Context: an optimization exercise on an open-source flow, tuned for small area. The choices shown serve that exercise and are no tape-out recipe.
Function was checked by simulation only, so behaviour that the tests miss may differ from the original.

==> flow/design.v, too long to show whole: its modules and the start of the top module <==
// module distortion_correction: 1201 lines
// module dc_fa: 4 lines
// module dc_ha_n: 4 lines
// module dc_or: 3 lines
// module dc_xnor: 3 lines
// module dc_xor3: 3 lines
// module dc_xor: 3 lines
// module dc_ha: 4 lines
// module dc_aoi222: 3 lines
// module dc_ao222: 3 lines
// module dc_ao: 3 lines
// module dc_bsel_n: 5 lines
module distortion_correction #(
    parameter DATA_WIDTH = 16,
    parameter H_RES = 1280,
    parameter V_RES = 720
)(
    input clk,
    input rst_n,
    input [15:0] fx, fy,
    input [15:0] cx, cy,
    input [15:0] k1, k2, k3,
    input valid_params,
    input [DATA_WIDTH-1:0] vin_data,
    input vin_de, vin_vs, vin_hs,
    input [9:0] pixel_x, pixel_y,
    output reg [DATA_WIDTH-1:0] vout_data,
    output reg vout_de, vout_vs, vout_hs,
    input [15:0] ram_rd_data,
    output reg [19:0] ram_rd_addr,
    output reg ram_rd_en
);
  // ...
==> flow/flow/run.sh <==
#!/bin/bash
# The standard layout (standard.sh: standard synthesis and ORFS flow), with one
# change: the port buffers that ORFS inserts at global placement use the smallest
# buffer cell (sky130_fd_sc_hd__buf_1) instead of the default choice.
set -e
echo 'export BUFFER_PORTS_ARGS = -buffer_cell sky130_fd_sc_hd__buf_1' >> config.mk
bash standard.sh > standard.log 2>&1
==> flow/standard.sh <==
#!/bin/bash
# synth_recipe.tcl (not shown) runs the flow's synth.tcl, then flattens the netlist and writes it again
# the make line also repeats each setting of config.mk as NAME=value (left out here)
make -C /OpenROAD-flow-scripts/flow DESIGN_CONFIG=/design/flow/config.mk WORK_HOME=/design/flow/orfs CLKGATE_MAP_FILE= SYNTH_SCRIPT=/design/flow/synth_recipe.tcl "${@:-finish}"
==> flow/config.mk <==
export PLATFORM = sky130hd
export DESIGN_NAME = distortion_correction
export DESIGN_NICKNAME = distortion_correction
export VERILOG_FILES = /design/flow/design.v
export SDC_FILE = /design/flow/constraint.sdc
export NUM_CORES = 4
export LEC_CHECK = 0
export CAP_MARGIN = 20
export CORE_MARGIN = 2
export CORE_UTILIZATION = 65
export CTS_BUF_LIST = sky130_fd_sc_hd__clkbuf_8
export SLEW_MARGIN = 20
export SYNTH_HIERARCHICAL = 1
export BUFFER_PORTS_ARGS = -buffer_cell sky130_fd_sc_hd__buf_1
==> flow/constraint.sdc <==
create_clock -name core_clock -period 20.0 [get_ports {clk}]
set_input_delay 4.0000 -clock core_clock [delete_from_list [all_inputs] [get_ports {clk}]]
set_output_delay 4.0000 -clock core_clock [all_outputs]
set_load 0.01 [all_outputs]
==> notes.md, run 1 <==
- Fraction of area in multi-input gates: 72.68%
- Met2 Usage GRT: just under 70%
- R2r setup slk: 2.37 ns
- Post-synth ARST share: 38.24%
- Core Region: 30430 um^2
- Metal-1 WL: 26390 um
- Post_cts resized: 0
- Register area: 3824 um^2
- Worst-Skew Late Latency: roughly 0.46 ns
- Nets@finish: 2560
- Vias in the first global route: approximately 19k
- Compound-Gate Fraction of Synth Area: between 20% and 30%
- Layout cells sized above 1: 10.65%
- Worst Hold Class: reg2reg
- Die height: 179.5 um
- Layout Cells excl Fill: roughly 2.4k
- GRT busiest layer: met2
- Final Max Tran Viols: 0
- Worst setup endpoint: ra[24]$_DFFE_PP_
- Main combinational cell family by area after synthesis: adder cells
- Synth area leader: fa_1
- Status: finished clean
- GRT overflow: 0
- I/O pins: 210
- Max incr delay on CP: 0.71 ns
==> inputs of run 2 (changes only) <==
--- a/flow/design.v
+++ b/flow/design.v
@@ -1113,21 +1113,20 @@
                           : {ra[24] & ucarry, ra[24] ^ ucarry, usum[31:8]};
     wire [9:0] cxyo = usum[25:16];
     always @(posedge clk) begin
         if (s0) begin
             pxr <= pixel_x;
             pyr <= pixel_y;
         end
         if (s0 | s1) ra <= usum;
-        else if (s4 | s5) ra <= {6'd0, dnew};
-        if (s2) sa <= usum;
-        else if (s3) sa[7:0] <= usum[31:24];
+        else if (s4 | s5) ra[25:0] <= dnew;
+        if (s2) sa[31:10] <= usum[31:10];
         else if (s5) sa[31:12] <= {pixel_y, pixel_x};
-        else if (s6) sa[9:0] <= cxyo;
+        sa[9:0] <= s2 ? usum[9:0] : (s3 ? {2'b00, usum[31:24]} : cxyo);
     end
     reg de_d1, vs_d1, hs_d1;
     reg de_d2, vs_d2, hs_d2;
     reg de_d3, vs_d3, hs_d3;
     wire sel = valid_params && de_d3 && (sa[9:0] < V_RES);
     wire [9:0] ysel = sel ? sa[9:0] : sa[31:22];
     wire [9:0] xsel = sel ? cxyo : sa[21:12];
 wire ah_p0, ah_g0; dc_ha ah_c0 (.a(xsel[8]), .b(ysel[0]), .s(ah_p0), .co(ah_g0));
==> flow/config.mk (replaced) <==
export PLATFORM = sky130hd
export DESIGN_NAME = distortion_correction
export DESIGN_NICKNAME = distortion_correction
export VERILOG_FILES = /design/flow/design.v
export SDC_FILE = /design/flow/constraint.sdc
export NUM_CORES = 4
export LEC_CHECK = 0
export CAP_MARGIN = 20
export CELL_PAD_IN_SITES_DETAIL_PLACEMENT = 1
export CELL_PAD_IN_SITES_GLOBAL_PLACEMENT = 1
export CORE_MARGIN = 2
export CORE_UTILIZATION = 45
export CTS_BUF_LIST = sky130_fd_sc_hd__clkbuf_8
export SLEW_MARGIN = 20
export SYNTH_HIERARCHICAL = 1
export BUFFER_PORTS_ARGS = -buffer_cell sky130_fd_sc_hd__buf_1
==> run 2 against run 1 <==
Still clean. Critical path depth fell by 3. Critical endpoint unchanged. Synthesized cell count rose by 1.5%. Cell count rose by 9.0%.
==> notes.md, run 2 <==
- Post-synth top flop: edfxtp_1 (unchanged)
- First-pass GRT wire length: 127300 um (was 114900 um)
- Slowest-stage cell, CP: fa_1 (was xnor2_1)
- GRT Util Overall: 37.49% (was 45.95%)
- Die Span X: 213.8 um (was 179.5 um)
- Cell depth of the worst setup path: 50 (was 53)
- Antenna Nets Post-Route: 0 (unchanged)
- Post-route cell area: 22000 um^2 (was 21870 um^2)
- Antenna violations before repair: 0 (was 3)
- DP HPWL: 65560 um (was 55560 um)
- CTS tree: done (unchanged)
- H-tree Lvls: 4 (unchanged)
- R2R cell count: 50 (was 53)
- Clock Sink Count: 136 (unchanged)
- Worst setup endpoint: ra[24]$_DFFE_PP_ (unchanged)
- Postcts setup bufs: 0 (unchanged)
- Die Footprint: 45690 um^2 (was 32200 um^2)
- I/O pins: 210 (unchanged)
- Clock Tree Root: clkbuf_8 (unchanged)
- Layout area overhead: 11.10% (was 9.280%)
- Post_cts resized: 0 (unchanged)
- Synth cell count leaders: a222oi_1 (360), fa_1 (238), nand2_1 (161) (was a222oi_1 (360), fa_1 (238), ha_1 (118))
- Fin util: 50.84% (was 71.86%)
- Total number of vias: 19.76k (was 20.17k)
- Setup crit end kind: flip-flop (unchanged)
- Buffers & Inverters on Critical Path: 1 (unchanged)
- Initial Util: 45.76% (was 65.76%)
- Dpl cell area: 21550 um^2 (was 21480 um^2)
- Worst Hold Class: reg2reg (unchanged)
- Crit path required time: 20.24 ns (was 20.20 ns)
- Path type of the worst setup path: reg2reg (unchanged)
- Register bit count reported by yosys: 136 (unchanged)
- Setup WS pre-CTS: 2.066 ns (was 2.645 ns)
- Layout cells sized above 1: 9.095% (was 10.65%)
- Worst Tran Pin Value: 1.222 ns (was 1.240 ns)
- Most common cell after layout, fill and taps aside: a222oi_1 (unchanged)
- GRT overflow: 0 (unchanged)
- Launch point of the worst reg-to-reg path: sa[1]$_DFF_P_ (was sa[1]$_DFFE_PP_)
- Fillers: 4853 (was 2328)
- Worst-path maximum fanout: 20 (unchanged)
- Most frequent cells in the layout: a222oi_1 (360), fa_1 (238), nand2_1 (161), buf_1 (160), ha_1 (117) (was a222oi_1 (360), fa_1 (238), buf_1 (160), nand2_1 (116), ha_1 (116))
- WL per Instance: 32.25 um (was 31.31 um)
- Vias in the first global route: 19.85k (was 19.35k)
- MaxCap Viol Count: 0 (unchanged)
- EDFF count, synth: 74 (was 84)
- IO buf count: 161 (unchanged)
- Fmax: 55.72 MHz (was 56.74 MHz)
- Yosys top cell area share: 24.07% (was 23.81%)
- Minimum clock period: 17.95 ns (was 17.63 ns)
- CP top delay family: adder cells (unchanged)
- Post-synth ARST share: 38.24% (unchanged)
- Vias per inst: 7.421 (was 8.254)
- Crit path top cell by count: fa_1 (unchanged)
- Pin count of the biggest net entering global routing: 62 (was 66)
- Worst relative slew slack: 18.51% (was 17.35%)
- Routed WL: 85880 um (was 76530 um)
- Final Wtd Congestion: 0.9554 (was 1.012)
- Critical Path AT: 18.18 ns (was 17.83 ns)
- Final hold viol count: 0 (unchanged)
- Clock buffer depth: 2 (unchanged)
- Max incr delay on CP: 0.59 ns (was 0.71 ns)
- RSZ-0062 raised after global routing: false (unchanged)
- Largest regs: ra: 32 flops, sa: 32 flops, ram_rd_addr: 20 flops (unchanged)
- Die height: 213.8 um (was 179.5 um)
- CTS Hold Bufs: 0 (unchanged)
- DRT iter0 DRCs: 4463 (was 5414)
- Status: finished clean (unchanged)
- Clk_skew: 0.02033 ns (was 0.01575 ns)
- Setup TNS: 0 ns (unchanged)
- Drt pass-1 iters: 14 (was 17)
- Synth unique cells: 72 (was 65)
- Nets@finish: 2592 (was 2560)
- DRC: 0 (unchanged)
- Core Region: 43270 um^2 (was 30430 um^2)
- Mean Syn Cell Area: 10.65 um^2 (was 10.92 um^2)
- PnR worst setup slack: 2.053 ns (was 2.375 ns)
- Total CTS buffers: 17 (unchanged)
- Worst r2r dst: ra[24]$_DFFE_PP_ (unchanged)
- FP Rows: 76 (was 64)
- Fin crit share: 89.73% (was 88.13%)
- Synthesized area: 19800 um^2 (was 20010 um^2)
- Critical Path Source: sa[1]$_DFF_P_ (was sa[1]$_DFFE_PP_)
- Sequential cell area fraction in the yosys report: 18.81% (was 19.11%)
- Setup violation total in the final timing report: 0 (unchanged)
- Synth area leader: fa_1 (unchanged)
- Cells after synthesis: 1859 (was 1832)
- Top-count cell post-synth: a222oi_1 (unchanged)
- Yosys warning total: 7 (unchanged)
- CP Launch Type: flip-flop (unchanged)
- Reg clk slew, reported paths: 0.10 ns (was 0.09 ns)
- R2r setup slk: 2.05 ns (was 2.37 ns)
- Final Max Tran Viols: 0 (unchanged)
- Top cells by area, synth: fa_1 (24%), a222oi_1 (18%), edfxtp_1 (11%), ha_1 (7.5%), dfrtp_1 (6.6%) (was fa_1 (24%), a222oi_1 (18%), edfxtp_1 (13%), ha_1 (7.4%), dfrtp_1 (6.5%))
- Worst-Skew Late Latency: 0.47 ns (was 0.46 ns)
- Ant diodes: 0 (was 1)
## run 2: cell count changes in the layout (fill, tap and decap cells not counted), moves of 8 or more
cell	previous run	this run
and3_1	10	2
nand2_1	116	161
mux2_2	70	44
nor2_1	55	64
a21oi_1	65	73
dfxtp_1	0	10
o21ai_0	81	71
edfxtp_1	84	74
## run 2: stage by stage
stage	hold slack, ns	std cells
floorplan	0.3312	1876
global placement	0.3325	2630
detailed placement	0.3363	2631
CTS	0.3521	2662
global route	0.3651	2663
finish	0.3502	2663
## run 2: per-layer routing
layer | vias to the layer above | routed length (um) | GRT usage, %
met5 | - | 0 | 0
met4 | 0 | 2668 | 10.01
met3 | 185 | 10130 | 7.894
met2 | 1402 | 38740 | 59.16
met1 | 10090 | 34340 | 52.43
li1 | 8083 | - | -
## run 2: cell type report
type / instances / area (um^2) / share of cell area, %
repair buffers: 234 / 1174 / 5.336
multi-input cells: 1639 / 15820 / 71.90
clock buffers: 17 / 234.0 / 1.064
inverters: 38 / 142.6 / 0.6485
well taps: 585 / 732.0 / 3.328
flip-flops and latches: 136 / 3724 / 16.93
clock inverters: 14 / 175.2 / 0.7964
## run 2: worst reg2reg max path, delay by kind of cell, from the launching register on
family / cells / cell delay [ns]
AOI/OAI and AO/OA: 12 / 3.52
xor gates and xnor gates: 2 / 0.37
adders and majority gates: 27 / 11.57
buffers and inverters: 1 / 0.22
DFF: 1 / 0.31
and+or+nand+nor: 8 / 1.74
## run 2: modules after synthesis (local to each module, per instance)
module / cell area, um^2 / cells
dc_xor: 8.758 / 1
dc_aoi222: 10.01 / 1
dc_ha: 12.51 / 1
distortion_correction: 9871 / 1111
dc_xnor: 8.758 / 1
dc_fa: 20.02 / 1
## run 2: kinds of logic after synthesis
group	Yosys count	synth area share [%]
other	2	0.03793
AND/OR/NAND/NOR	410	10.04
adder cells (fa/ha/maj)	356	31.52
buffers and inverters	101	1.984
flip-flops	136	18.81
multiplexers	86	4.626
AO/OA/AOI/OAI	637	27.18
XOR/XNOR	131	5.795
## run 2: worst min-delay path by stage
stage / from / endpoint / slack, ns / depth (start not counted)
6_report: vs_d2$_DFF_PN0_ / vs_d3$_DFF_PN0_ / 0.35 / 0
5_1_grt: vs_d3$_DFF_PN0_ / vout_vs$_DFF_PN0_ / 0.37 / 0
3_3_place_gp: vs_d1$_DFF_PN0_ / vs_d2$_DFF_PN0_ / 0.33 / 0
3_5_place_dp: hs_d1$_DFF_PN0_ / hs_d2$_DFF_PN0_ / 0.34 / 0
2_1_floorplan: de_d1$_DFF_PN0_ / de_d2$_DFF_PN0_ / 0.33 / 0
4_1_cts: vs_d2$_DFF_PN0_ / vs_d3$_DFF_PN0_ / 0.35 / 0
==> inputs of run 3 (changes only) <==
--- a/flow/config.mk
+++ b/flow/config.mk
@@ -6,5 +6,5 @@
 export NUM_CORES = 4
 export LEC_CHECK = 0
-export CAP_MARGIN = 20
+export CAP_MARGIN = 10
 export CELL_PAD_IN_SITES_DETAIL_PLACEMENT = 1
 export CELL_PAD_IN_SITES_GLOBAL_PLACEMENT = 1
@@ -12,5 +12,5 @@
 export CORE_UTILIZATION = 45
 export CTS_BUF_LIST = sky130_fd_sc_hd__clkbuf_8
-export SLEW_MARGIN = 20
+export SLEW_MARGIN = 10
 export SYNTH_HIERARCHICAL = 1
 export BUFFER_PORTS_ARGS = -buffer_cell sky130_fd_sc_hd__buf_1
==> run 3 against run 2 <==
Global-route usage grew 0.14 points. Final area shrank 0.23%. Largest cell class unchanged. Via count decreased by 0.33%. Hold slack got worse by 0.0057 ns. Register-to-register slack got worse by 0.21 ns. Still clean. Utilization is 0.12 points lower. Flip-flop and latch count did not move. Clock skew is 0.0014 ns higher. Worst setup slack worse by 0.21 ns.
==> notes.md, run 3 <==
- Status: finished clean (unchanged)
- Die Footprint: 45690 um^2 (unchanged)
- Post_cts resized: 0 (unchanged)
- First-pass GRT wire length: 127300 um (about the same)
- Synth unique cells: 72 (unchanged)
- Met3 usage: 8.289% (was 7.894%)
- Crit path required time: 20.24 ns (about the same)
- Worst Tran Pin Value: 1.349 ns (was 1.222 ns)
- Setup violation total in the final timing report: 0 (unchanged)
- Reg clk slew, reported paths: 0.10 ns (about the same)
- Clk_skew: 0.02177 ns (was 0.02033 ns)
- Synthesized area: 19800 um^2 (unchanged)
- Antenna Nets Post-Route: 0 (unchanged)
- Most common cell after layout, fill and taps aside: a222oi_1 (unchanged)
- FP Rows: 76 (unchanged)
- I/O pins: 210 (unchanged)
- Met2 Usage GRT: 59.28% (was 59.16%)
- M1 GR Usage: 52.36% (was 52.43%)
- Sequential cell area fraction in the yosys report: 18.81% (unchanged)
- DRT iter0 DRCs: 4353 (was 4463)
- Antenna violations before repair: 3 (was 0)
- GRT Util Overall: 37.63% (was 37.49%)
- Drt pass-1 iters: 11 (was 14)
- Critical Path Source: sa[1]$_DFF_P_ (unchanged)
- H-tree Lvls: 4 (unchanged)
- Nets@finish: 2592 (unchanged)
- Dpl cell area: 21540 um^2 (was 21550 um^2)
- Layout cells sized above 1: 9.043% (was 9.095%)
- Synth area leader: fa_1 (unchanged)
- Vias per inst: 7.393 (was 7.421)
- Fmax: 55.09 MHz (was 55.72 MHz)
- CTS Hold Bufs: 0 (unchanged)
- WL per Instance: 32.31 um (was 32.25 um)
- Yosys top cell area share: 24.07% (unchanged)
- Fin util: 50.72% (was 50.84%)
- DP HPWL: 65630 um (was 65560 um)
- CP Launch Type: flip-flop (unchanged)
- Fillers: 4838 (was 4853)
- Layout area overhead: 10.85% (was 11.10%)
- Largest regs: ra: 32 flops, sa: 32 flops, ram_rd_addr: 20 flops (unchanged)
- Ant diodes: 0 (unchanged)
- Final Max Tran Viols: 0 (unchanged)
- CTS tree: done (unchanged)
- Routed WL: 86060 um (was 85880 um)
- Yosys warning total: 7 (unchanged)
- RSZ-0062 raised after global routing: false (unchanged)
- GRT busiest layer: met2 (unchanged)
- Final Wtd Congestion: 0.9554 (unchanged)
- Clock buffer depth: 2 (unchanged)
- Post-synth top flop: edfxtp_1 (unchanged)
- Cells after synthesis: 1859 (unchanged)
- Setup crit end kind: flip-flop (unchanged)
- Min-Delay Startpoint: vs_d2$_DFF_PN0_ (unchanged)
- Fin crit share: 90.77% (was 89.73%)
- Register area: 3724 um^2 (unchanged)
- Worst-path maximum fanout: 20 (unchanged)
- Initial Util: 45.76% (unchanged)
- Pin count of the biggest net entering global routing: 62 (unchanged)
- Critical Path AT: 18.40 ns (was 18.18 ns)
- Die height: 213.8 um (unchanged)
- Top cells by area, synth: fa_1 (24%), a222oi_1 (18%), edfxtp_1 (11%), ha_1 (7.5%), dfrtp_1 (6.6%) (unchanged)
- Setup TNS: 0 ns (unchanged)
- Worst-Skew Late Latency: 0.48 ns (was 0.47 ns)
- Launch point of the worst reg-to-reg path: sa[1]$_DFF_P_ (unchanged)
- Clock Tree Root: clkbuf_8 (unchanged)
- Top-count cell post-synth: a222oi_1 (unchanged)
- Die Span X: 213.8 um (unchanged)
- Max incr delay on CP: 0.58 ns (was 0.59 ns)
- MaxCap Viol Count: 0 (unchanged)
- Synth cell count leaders: a222oi_1 (360), fa_1 (238), nand2_1 (161) (unchanged)
- Area occupied by multi-input gates: 15810 um^2 (was 15820 um^2)
- Post-synth ARST share: 38.24% (unchanged)
- Mean Syn Cell Area: 10.65 um^2 (unchanged)
- IO buf count: 161 (unchanged)
- DRC: 0 (unchanged)
- Final hold viol count: 0 (unchanged)
- Worst Hold Class: reg2reg (unchanged)
- Layout Cells excl Fill: 2664 (was 2663)
- Path type of the worst setup path: reg2reg (unchanged)
- Total number of vias: 19.70k (was 19.76k)
- EDFF count, synth: 74 (unchanged)
- Crit path top cell by count: fa_1 (unchanged)
- Slowest-stage cell, CP: fa_1 (unchanged)
- Vias in the first global route: 19.92k (was 19.85k)
- GRT overflow: 0 (unchanged)
- Placed cells: 2630 (was 2631)
- Most frequent cells in the layout: a222oi_1 (360), fa_1 (238), nand2_1 (161), buf_1 (160), ha_1 (117) (unchanged)
- Core Region: 43270 um^2 (unchanged)
- Worst relative slew slack: 10.09% (was 18.51%)
- Clock Sink Count: 136 (unchanged)
- Register bit count reported by yosys: 136 (unchanged)
- Postcts setup bufs: 0 (unchanged)
- Total CTS buffers: 17 (unchanged)
- Minimum clock period: 18.15 ns (was 17.95 ns)
- Post-route cell area: 21950 um^2 (was 22000 um^2)
==> run 3: per-layer routing <==
| metal | vias up | routed length (um) |
|---|---|---|
| met4 | 4 | 2754 |
| met5 | - | 26 |
| li1 | 8086 | - |
| met2 | 1425 | 38790 |
| met3 | 188 | 10270 |
| met1 | 9993 | 34230 |
==> run 3: critical path: cells and delay by family (launching register included) <==
family | cells | cell delay [ns]
compound gates | 12 | 3.68
xor+xnor | 2 | 0.39
fa+ha+maj | 27 | 11.55
buf+inv | 1 | 0.23
flops | 1 | 0.31
simple gates | 8 | 1.72
==> run 3: modules after synthesis (local to each module, per instance) <==
module / cells inside / flops+latches / times used
dc_aoi222: 1 / 0 / 292
dc_ha: 1 / 0 / 88
dc_xor: 1 / 0 / 76
dc_fa: 1 / 0 / 238
dc_xnor: 1 / 0 / 54
distortion_correction: 1111 / 136 / 1
==> run 3: layout make-up <==
cell class                      count  area share [%]
Clock inverter                     13          0.5929
Sequential cell                   136           16.97
Tap cell                          585           3.335
Timing Repair Buffer              234           5.245
Inverter                           38          0.6499
Multi-Input combinational cell   1639           72.02
Clock buffer                       19           1.192
==> run 3: worst paths after layout <==
kind                                              endpoint  slack (ns)  cells after the start
worst max-delay path                      ra[24]$_DFFE_PP_        1.85                     50
worst min-delay path                       vs_d3$_DFF_PN0_        0.34                      0
worst max register to register            ra[24]$_DFFE_PP_        1.85                     50
worst min register to register             vs_d3$_DFF_PN0_        0.34                      0
max in group asynchronous       ram_rd_addr[2]$_DFFE_PN0N_       15.90                      2
min in group asynchronous               cnt[2]$_DFFE_PN0P_        3.65                      2
==> run 3: per-stage QoR <==
step / setup slack, ns / hold WS, ns
2_1_floorplan: 4.023 / 0.3312
3_3_place_gp: 2.399 / 0.3325
3_5_place_dp: 2.060 / 0.3363
4_1_cts: 2.019 / 0.3546
5_1_grt: 0.9188 / 0.3680
6_report: 1.847 / 0.3445
==> run 3: kinds of logic after synthesis <==
group / count (synthesis) / share of synthesized area, %
other cells: 2 / 0.03793
xor+xnor: 131 / 5.795
compound gates: 637 / 27.18
fa+ha+maj: 356 / 31.52
buf+inv: 101 / 1.984
flops: 136 / 18.81
simple gates: 410 / 10.04
mux: 86 / 4.626

## port drivers added, routing unchanged
How much do the figures lean on ideal ports? The routed layouts below were timed once more, with nothing changed but the port constraints.
Step 1, drivers: a clkbuf_16 drives clk and a buf_2 each remaining input, both assumed.
Step 2 times the ports against the registers' clock, not the clock port: input delays grow and output delays shrink by t, the midpoint of the rising clock arrivals with the driver on.
a / b / c = ideal / step 1 / step 2; a / b = the first two.
| run | t (ns) | setup WS [ns] | worst hold slack (ns) | worst slew at a driven data input, ns |
|---|---|---|---|---|
| run 1 | 0.487 | 2.375 / 2.375 / 2.375 | 0.342 / 0.342 / 0.342 | 0.04 |
| run 2 | 0.503 | 2.053 / 2.053 / 2.053 | 0.350 / 0.350 / 0.350 | 0.07 |
| run 3 | 0.509 | 1.847 / 1.847 / 1.847 | 0.345 / 0.345 / 0.345 | 0.07 |
After both steps every run listed still meets setup and hold.
